Background: an optimization exercise with open tools, aiming at small area, a short achievable clock period and few clock cycles. Do not read the settings as production practice.
No driver is modelled on the clock port, so clock power and skew are understated where the tree is cut down; a real chip needs a root buffer or a tree.
Power is estimated from default activity; no workload was simulated.

==> inputs of run a <==
## rv_top
module rv_top (
    input               clk_i,
    input               rst_ni,
    output logic [31:0] addr_o,
    input        [31:0] instr_i,
    input        [31:0] data_i,
    output logic        data_we_o,
    output logic [31:0] data_o,
    output logic [31:0] data_addr_o
);
    logic [11:1] pc_f;           
    logic        v_d;            
    logic [31:0] ir_d;           
    logic [11:1] pc_d;           
    logic        byp_a_d;        
    logic        byp_b_d;        
    logic        ldu_d;          
    logic        imm_d;          
    logic        v_e;
    logic        wr_e, ld_e, st_e, br_e;
    logic        add_e, sub_e, and_e, or_e, lui_e;
    logic [3:0]  fa_e, fb_e;     
    logic [ 4:0] rd_e;
    logic [31:0] a_e, b_e;       
    logic [11:0] simm_e;         
    logic [11:1] tgt_e;
    logic        wr_m, ld_m, st_m;
    logic [ 4:0] rd_m;
    logic [31:0] res_m, s_m;
    logic [31:0] addr_m;         
    logic        stall_d;        
    logic        redir_e;        
    logic [11:1] pc_o;
    assign addr_o = {20'b0, pc_o, 1'b0};
    logic [11:1] tgt_f;
    rv_add11 u_tgt_f (
        .a_i ( pc_f ),
        .b_i ( {instr_i[7], instr_i[30:25], instr_i[11:8]} ),
        .s_o ( tgt_f )
    );
    logic        btb_v;
    logic [11:1] btb_pc, btb_tgt;
    logic [11:1] seq_f;
    logic        hit_f;
    logic        jmp_d;
    logic [11:1] tgt_d;
    assign seq_f = pc_f + 11'd2;
    assign hit_f = btb_v & (seq_f == btb_pc);
    always_ff @(posedge clk_i) begin
        if (!rst_ni) begin
            btb_v <= 1'b0;
        end else if (v_d && jmp_d) begin
            btb_v <= 1'b1;
        end
    end
    always_ff @(posedge clk_i) begin
        if (v_d && jmp_d) begin
            btb_pc  <= pc_d;
            btb_tgt <= tgt_d;
        end
    end
    logic [11:1] e2_f, e1_f, e0_f, next_f;
    always_comb begin
        if (stall_d)      e2_f = pc_d;
        else if (hit_f)   e2_f = btb_tgt;
        else              e2_f = seq_f;
    end
    for (genvar i = 1; i < 12; i++) begin : g_red_f
        cl_mux2 u_mux (.a(e2_f[i]), .b(tgt_e[i]), .s(redir_e), .y(e1_f[i]));
    end
  ...
clock: 12.0 ns
lec_check: 0
cap_margin: 20
core_margin: 2
core_utilization: 30
setup_slack_margin: 0.5
slew_margin: 20
synth_hierarchical: 1
synth_minimum_keep_size: 0
standard.sh (not shown) runs the stock make flow with config.mk's settings and CLKGATE_MAP_FILE= SYNTH_SCRIPT=/design/flow/synth_recipe.tcl, a recipe that flattens the netlist after the stock synthesis.
==> flow/flow/run.sh <==
#!/bin/bash
# Layout flow: the standard flow (standard.sh: ORFS synthesis through
# final layout, unchanged constraints), with these settings changed:
#  - repair_timing is asked for a larger setup margin, so it keeps improving
#    paths beyond the 12 ns clock (the SDC and the clock are unchanged);
#  - clock tree synthesis clusters up to 25 flip-flops per leaf buffer and
#    inserts no dummy loads, which makes a smaller tree, from buf_12 cells;
#  - flow/cts_hook.tcl removes the tree's root buffer, so the clock port
#    drives the four first-level buffers directly;
#  - the input and output ports are buffered with buf_4 cells (the standard flow's flow
#    picks a delay cell for them);
#  - flow/place_hook.tcl moves each flip-flop that only drives an output
#    port's buffer next to that buffer after global placement.
# Each tool's output goes to the ORFS logs under orfs/logs/; the make output
# goes to standard.log in this folder.
set -e
bash standard.sh \
  SETUP_SLACK_MARGIN=8.7 \
  "CTS_ARGS=-sink_clustering_enable -repair_clock_nets -dont_use_dummy_load -buf_list sky130_fd_sc_hd__buf_12 -sink_clustering_size 25 -sink_clustering_max_diameter 100" \
  PRE_CTS_TCL=$PWD/flow/cts_hook.tcl \
  POST_GLOBAL_PLACE_TCL=$PWD/flow/place_hook.tcl \
  "BUFFER_PORTS_ARGS=-buffer_cell sky130_fd_sc_hd__buf_4" \
  finish > standard.log 2>&1
==> flow/flow/place_hook.tcl <==
# Sourced by ORFS's global_place.tcl after global placement
# (POST_GLOBAL_PLACE_TCL). For each output port driven by a buffer whose
# input comes straight from a flip-flop that drives nothing else, move the
# flip-flop next to the buffer, so that the flip-flop-to-port path has a
# short wire. Detailed placement legalizes the moved cells afterwards.
set block [ord::get_db_block]
set moved 0
foreach bterm [$block getBTerms] {
  if { [$bterm getIoType] != "OUTPUT" } { continue }
  set net [$bterm getNet]
  if { $net == "NULL" } { continue }
  set buf ""
  foreach it [$net getITerms] {
    if { [$it isOutputSignal] } { set buf [$it getInst] }
  }
  if { $buf == "" } { continue }
  # the buffer's input net and its driver
  set in_net ""
  foreach it [$buf getITerms] {
    if { [$it isInputSignal] } { set in_net [$it getNet] }
  }
  if { $in_net == "" || $in_net == "NULL" } { continue }
  set its [$in_net getITerms]
  if { [llength $its] != 2 } { continue }
  set ff ""
  foreach it $its {
    if { [$it isOutputSignal] } { set ff [$it getInst] }
  }
  if { $ff == "" } { continue }
  if { ![string match "*df*" [[$ff getMaster] getName]] } { continue }
  set loc [$buf getLocation]
  $ff setLocation [lindex $loc 0] [lindex $loc 1]
  incr moved
}
puts "place_hook: moved $moved output flip-flops next to their port buffers"
Other scripts of this flow, unchanged in this note and not shown: flow/flow/cts_hook.tcl
==> run b (differences from run a) <==
--- a/flow/design.v
+++ b/flow/design.v
@@ -532,14 +532,59 @@
     cl_nand2 u59 (.a(w53), .b(w54), .y(w59));
     cl_nand2 u60 (.a(w55), .b(w56), .y(w60));
     cl_nor2 u61 (.a(w57), .b(w58), .y(w61));
     cl_nor2 u62 (.a(w59), .b(w60), .y(w62));
     cl_nand2 u63 (.a(w61), .b(w62), .y(w63));
     assign neq_o = w63;
 endmodule
+module rv_isone32 (
+    input  [31:0] a_i,
+    output one_o
+);
+    wire w1, w2, w3, w4, w5, w6, w7, w8, w9, w10, w11, w12, w13, w14, w15, w16, w17, w18, w19, w20, w21, w22, w23, w24, w25, w26, w27, w28, w29, w30, w31, w32, w33, w34, w35, w36, w37, w38;
+    cl_inv u1 (.a(a_i[0]), .y(w1));
+    cl_nor2 u2 (.a(a_i[1]), .b(a_i[2]), .y(w2));
+    cl_nor2 u3 (.a(a_i[3]), .b(a_i[4]), .y(w3));
+    cl_nor2 u4 (.a(a_i[5]), .b(a_i[6]), .y(w4));
+    cl_nor2 u5 (.a(a_i[7]), .b(a_i[8]), .y(w5));
+    cl_nor2 u6 (.a(a_i[9]), .b(a_i[10]), .y(w6));
+    cl_nor2 u7 (.a(a_i[11]), .b(a_i[12]), .y(w7));
+    cl_nor2 u8 (.a(a_i[13]), .b(a_i[14]), .y(w8));
+    cl_nor2 u9 (.a(a_i[15]), .b(a_i[16]), .y(w9));
+    cl_nor2 u10 (.a(a_i[17]), .b(a_i[18]), .y(w10));
+    cl_nor2 u11 (.a(a_i[19]), .b(a_i[20]), .y(w11));
+    cl_nor2 u12 (.a(a_i[21]), .b(a_i[22]), .y(w12));
+    cl_nor2 u13 (.a(a_i[23]), .b(a_i[24]), .y(w13));
+    cl_nor2 u14 (.a(a_i[25]), .b(a_i[26]), .y(w14));
+    cl_nor2 u15 (.a(a_i[27]), .b(a_i[28]), .y(w15));
+    cl_nor2 u16 (.a(a_i[29]), .b(a_i[30]), .y(w16));
+    cl_inv u17 (.a(a_i[31]), .y(w17));
+    cl_nand2 u18 (.a(w2), .b(w3), .y(w18));
+    cl_nand2 u19 (.a(w4), .b(w5), .y(w19));
+    cl_nand2 u20 (.a(w6), .b(w7), .y(w20));
+    cl_nand2 u21 (.a(w8), .b(w9), .y(w21));
+    cl_nand2 u22 (.a(w10), .b(w11), .y(w22));
+    cl_nand2 u23 (.a(w12), .b(w13), .y(w23));
+    cl_nand2 u24 (.a(w14), .b(w15), .y(w24));
+    cl_nand2 u25 (.a(w16), .b(w17), .y(w25));
+    cl_inv u26 (.a(a_i[0]), .y(w26));
+    cl_nor2 u27 (.a(w18), .b(w19), .y(w27));
+    cl_nor2 u28 (.a(w20), .b(w21), .y(w28));
+    cl_nor2 u29 (.a(w22), .b(w23), .y(w29));
+    cl_nor2 u30 (.a(w24), .b(w25), .y(w30));
+    cl_inv u31 (.a(w26), .y(w31));
+    cl_nand2 u32 (.a(w27), .b(w28), .y(w32));
+    cl_nand2 u33 (.a(w29), .b(w30), .y(w33));
+    cl_inv u34 (.a(w31), .y(w34));
+    cl_nor2 u35 (.a(w32), .b(w33), .y(w35));
+    cl_inv u36 (.a(w34), .y(w36));
+    cl_nand2 u37 (.a(w35), .b(w36), .y(w37));
+    cl_inv u38 (.a(w37), .y(w38));
+    assign one_o = w38;
+endmodule
 module rf_aoi3 (
     input  a0, b0, a1, b1, a2, b2,
     output y
 );
     assign y = ~((a0 & b0) | (a1 & b1) | (a2 & b2));
 endmodule
 module rf_aoi2 (
@@ -656,29 +701,29 @@
 );
     logic [11:1] pc_f;           
     logic        v_d;            
     logic [31:0] ir_d;           
     logic [11:1] pc_d;           
     logic        byp_a_d;        
     logic        byp_b_d;        
-    logic        ldu_d;          
     logic        imm_d;          
     logic        v_e;
     logic        wr_e, ld_e, st_e, br_e;
     logic        add_e, sub_e, and_e, or_e, lui_e;
+    logic        dec_e;          
     logic [3:0]  fa_e, fb_e;     
     logic [ 4:0] rd_e;
     logic [31:0] a_e, b_e;       
     logic [11:0] simm_e;         
     logic [11:1] tgt_e;
     logic        wr_m, ld_m, st_m;
     logic [ 4:0] rd_m;
     logic [31:0] res_m, s_m;
     logic [31:0] addr_m;         
-    logic        stall_d;        
+    logic        redir_d;        
     logic        redir_e;        
     logic [11:1] pc_o;
     assign addr_o = {20'b0, pc_o, 1'b0};
     logic [11:1] tgt_f;
     rv_add11 u_tgt_f (
         .a_i ( pc_f ),
         .b_i ( {instr_i[7], instr_i[30:25], instr_i[11:8]} ),
@@ -701,69 +746,70 @@
     end
     always_ff @(posedge clk_i) begin
         if (v_d && jmp_d) begin
             btb_pc  <= pc_d;
             btb_tgt <= tgt_d;
         end
     end
-    logic [11:1] e2_f, e1_f, e0_f, next_f;
-    always_comb begin
-        if (stall_d)      e2_f = pc_d;
-        else if (hit_f)   e2_f = btb_tgt;
-        else              e2_f = seq_f;
-    end
+    logic [11:1] e2_f, e1_f, e1d_f, e0_f, h_f, next_f;
+    assign e2_f = hit_f ? btb_tgt : seq_f;
     for (genvar i = 1; i < 12; i++) begin : g_red_f
         cl_mux2 u_mux (.a(e2_f[i]), .b(tgt_e[i]), .s(redir_e), .y(e1_f[i]));
     end
-    assign e0_f = e1_f & {11{rst_ni}};
+    for (genvar i = 1; i < 12; i++) begin : g_redd_f
+        cl_mux2 u_mux (.a(e1_f[i]), .b(tgt_d[i]), .s(redir_d), .y(e1d_f[i]));
+    end
+    assign e0_f = e1d_f & {11{rst_ni}};
     logic [4:0] x_f;
     logic       n0_f, n1_f, nlate_f;
     logic [2:0] take_f;
     for (genvar k = 0; k < 5; k++) begin : g_x_f
         cl_xnor2 u_x (.a(instr_i[15+k]), .b(instr_i[20+k]), .y(x_f[k]));
     end
     cl_nand3 u_n0_f (.a(x_f[0]), .b(x_f[1]), .c(x_f[2]),    .y(n0_f));
     cl_nand3 u_n1_f (.a(x_f[3]), .b(x_f[4]), .c(instr_i[6]), .y(n1_f));
-    assign nlate_f = ~rst_ni | redir_e | stall_d;
+    assign nlate_f = ~rst_ni | redir_e | redir_d;
     for (genvar j = 0; j < 3; j++) begin : g_take_f
         cl_nor3 u_take (.a(n0_f), .b(n1_f), .c(nlate_f), .y(take_f[j]));
     end
+    logic hold_f;
     for (genvar i = 1; i < 12; i++) begin : g_next_f
-        cl_mux2 u_mux (.a(e0_f[i]), .b(tgt_f[i]), .s(take_f[(i-1)/4]), .y(next_f[i]));
+        cl_mux2 u_hold (.a(e0_f[i]), .b(pc_o[i]), .s(hold_f), .y(h_f[i]));
+        cl_mux2 u_mux (.a(h_f[i]), .b(tgt_f[i]), .s(take_f[(i-1)/4]), .y(next_f[i]));
     end
     always_ff @(posedge clk_i) begin
         pc_f <= next_f;
     end
     for (genvar i = 1; i < 12; i++) begin : g_pc_o
         cl_dff u_ff (.clk(clk_i), .d(next_f[i]), .q(pc_o[i]));
     end
     always_ff @(posedge clk_i) begin
         if (!rst_ni) begin
             v_d <= 1'b0;
         end else begin
-            v_d <= ~redir_e & ~stall_d;
+            v_d <= ~redir_e & ~redir_d & ~hold_f;
         end
     end
     logic       byp_a_f, byp_b_f, imm_f;
     logic [3:0] lo_a_d, lo_b_d;
     logic [7:0] hi_a_d, hi_b_d;
     assign byp_a_f = v_e & wr_e & (rd_e == instr_i[19:15]);
     assign byp_b_f = v_e & wr_e & (rd_e == instr_i[24:20]);
     assign imm_f   = ~instr_i[5] | instr_i[2];            
     logic ldu_f;
-    assign ldu_f = v_d & is_ld_d & wr_d &
+    assign ldu_f = v_d & is_ld_d & wr_d & ~(~n0_f & ~n1_f) &                  
                    ((~instr_i[2] & (rd_d == instr_i[19:15])) |               
                     (instr_i[5] & ~instr_i[2] & (rd_d == instr_i[24:20])));   
+    assign hold_f = ldu_f & ~nlate_f;
     always_ff @(posedge clk_i) begin
         ir_d    <= instr_i;
         pc_d    <= pc_f;
         byp_a_d <= byp_a_f;
         byp_b_d <= byp_b_f;
         imm_d   <= imm_f;
-        ldu_d   <= ldu_f;
         for (int i = 0; i < 4; i++) begin
             lo_a_d[i] <= (instr_i[16:15] == 2'(i));
             lo_b_d[i] <= (instr_i[21:20] == 2'(i));
         end
         for (int i = 0; i < 8; i++) begin
             hi_a_d[i] <= (instr_i[19:17] == 3'(i)) & ~byp_a_f;
             hi_b_d[i] <= (instr_i[24:22] == 3'(i)) & ~byp_b_f & ~imm_f;
@@ -814,30 +860,34 @@
         .we_i     ( wr_m                 )
     );
     assign jmp_d = is_br_d & (rs1_d == rs2_d);
     assign tgt_d = pc_d + {ir_d[7], ir_d[30:25], ir_d[11:8]};
     logic hit1_e, hit2_e;
     assign hit1_e  = v_e & wr_e & (rd_e == rs1_d);
     assign hit2_e  = v_e & wr_e & (rd_e == rs2_d);
-    assign stall_d = v_d & ~jmp_d & ldu_d;
+    logic early_d, one_e;
+    assign early_d = v_d & is_br_d & ~jmp_d & dec_e &
+                     (((rs2_d == 5'd0) & hit1_e) | ((rs1_d == 5'd0) & hit2_e));
+    assign redir_d = early_d & one_e;
     logic b30_d, zero3_d;
     assign b30_d   = ir_d[30];
     assign zero3_d = (f3_d == 3'b000);
     always_ff @(posedge clk_i) begin
         if (!rst_ni) begin
             v_e <= 1'b0;
         end else begin
-            v_e <= v_d & ~stall_d & ~redir_e;
+            v_e <= v_d & ~redir_e;
         end
     end
     always_ff @(posedge clk_i) begin
         wr_e   <= wr_d;
         ld_e   <= is_ld_d;
         st_e   <= is_st_d;
-        br_e   <= is_br_d & ~jmp_d;
+        br_e   <= is_br_d & ~jmp_d & ~early_d;
+        dec_e  <= is_alu_d & ~op_d[5] & ~is_lui_d & zero3_d & (ir_d[31:20] == 12'hfff);
         lui_e  <= is_lui_d;
         add_e  <= is_ld_d | is_st_d | (is_alu_d & ~is_lui_d & zero3_d);
         sub_e  <= is_r_d & zero3_d & b30_d;
         and_e  <= is_alu_d & ~is_lui_d & (f3_d == 3'b111) & ~b30_d;
         or_e   <= is_alu_d & ~is_lui_d & (f3_d == 3'b110) & ~b30_d;
         rd_e   <= rd_d;
         a_e    <= a_d;
@@ -866,14 +916,15 @@
         if (add_e)      res_e = sum_e;
         else if (and_e) res_e = a_x & b_x;
         else if (or_e)  res_e = a_x | b_x;
         else if (lui_e) res_e = b_e;
     end
     logic neq_e;
     rv_neq32 u_neq (.a_i(a_x), .b_i(b_x), .neq_o(neq_e));
+    rv_isone32 u_one (.a_i(a_x), .one_o(one_e));
     assign redir_e = v_e & br_e & ~neq_e;
     always_ff @(posedge clk_i) begin
         if (!rst_ni) begin
             wr_m <= 1'b0;
             st_m <= 1'b0;
         end else begin
             wr_m <= v_e & wr_e;
==> flow/flow/run.sh (replaced) <==
#!/bin/bash
# Layout flow: the standard flow (standard.sh: ORFS synthesis through
# final layout, unchanged constraints), with these settings changed:
#  - repair_timing is asked for a larger setup margin, so it keeps improving
#    paths beyond the 12 ns clock (the SDC and the clock are unchanged);
#  - clock tree synthesis clusters up to 25 flip-flops per leaf buffer and
#    inserts no dummy loads, which makes a smaller tree, from buf_12 cells;
#  - flow/cts_hook.tcl removes the tree's root buffer, so the clock port
#    drives the four first-level buffers directly;
#  - the input and output ports are buffered with buf_4 cells (the standard flow's flow
#    picks a delay cell for them).
# Each tool's output goes to the ORFS logs under orfs/logs/; the make output
# goes to standard.log in this folder.
set -e
bash standard.sh \
  SETUP_SLACK_MARGIN=8.7 \
  "CTS_ARGS=-sink_clustering_enable -repair_clock_nets -dont_use_dummy_load -buf_list sky130_fd_sc_hd__buf_12 -sink_clustering_size 25 -sink_clustering_max_diameter 100" \
  PRE_CTS_TCL=$PWD/flow/cts_hook.tcl \
  "BUFFER_PORTS_ARGS=-buffer_cell sky130_fd_sc_hd__buf_4" \
  finish > standard.log 2>&1
Settings changed: CORE_UTILIZATION 30 to 40.
removed: flow/flow/place_hook.tcl
==> comparison table <==
metric	run a	run b
Effective utilization at floorplan	30.2%	40.1%
Outcome	complete, no violations	complete, no violations
Worst setup slack after placement	7.63 ns	7.09 ns
Tap cells	2370	1794
Power attributed to sequential cells	5.43 mW	5.40 mW
Number of clock buffer instances in the layout	67	57
Die boundary width	431 µm	375 µm
Number of signal-net inverters in the final layout	126	135
Via count of the first global-routing pass	38700	36800
Total power density per cell area	145 mW/mm²	144 mW/mm²
Synth top area share	55.8%	55.4%
DIE AREA	0.185 mm²	0.140 mm²
Maximum frequency from static timing analysis	287 MHz	257 MHz
No run of this note included a check of the RTL's function; only the layout flow was run.

==> port drivers added, routing unchanged <==
How much do the figures lean on ideal ports? The routed layouts below were timed once more, with nothing changed but the port constraints. Step 1: set_driving_cell puts a clkbuf_16 on clk_i and a buf_2 on each other input, an assumption about the parent block. Step 2, shift: input delay + t, output delay - t, t = (earliest + latest rising clock arrival at the registers) / 2. This alone moves slack from input paths to output paths. Slacks: ideal ports / drivers / drivers and shift; pairs: ideal ports / drivers.
run | t (ns) | slack for setup (ns) | hold WS [ns] | worst setup path after step 2 | cell pins on the clock port's net
run a | 0.706 | 8.513 / 8.426 / 8.086 | 0.328 / 0.328 / 0.328 | input to register | 1
run b | 0.607 | 8.109 / 8.183 / 7.605 | 0.330 / 0.330 / 0.330 | input to register | 4
After both steps setup and hold are still met in every run listed. For run b, which loses most, drivers alone change the setup slack by +0.074 ns; drivers and shift together by -0.504 ns.
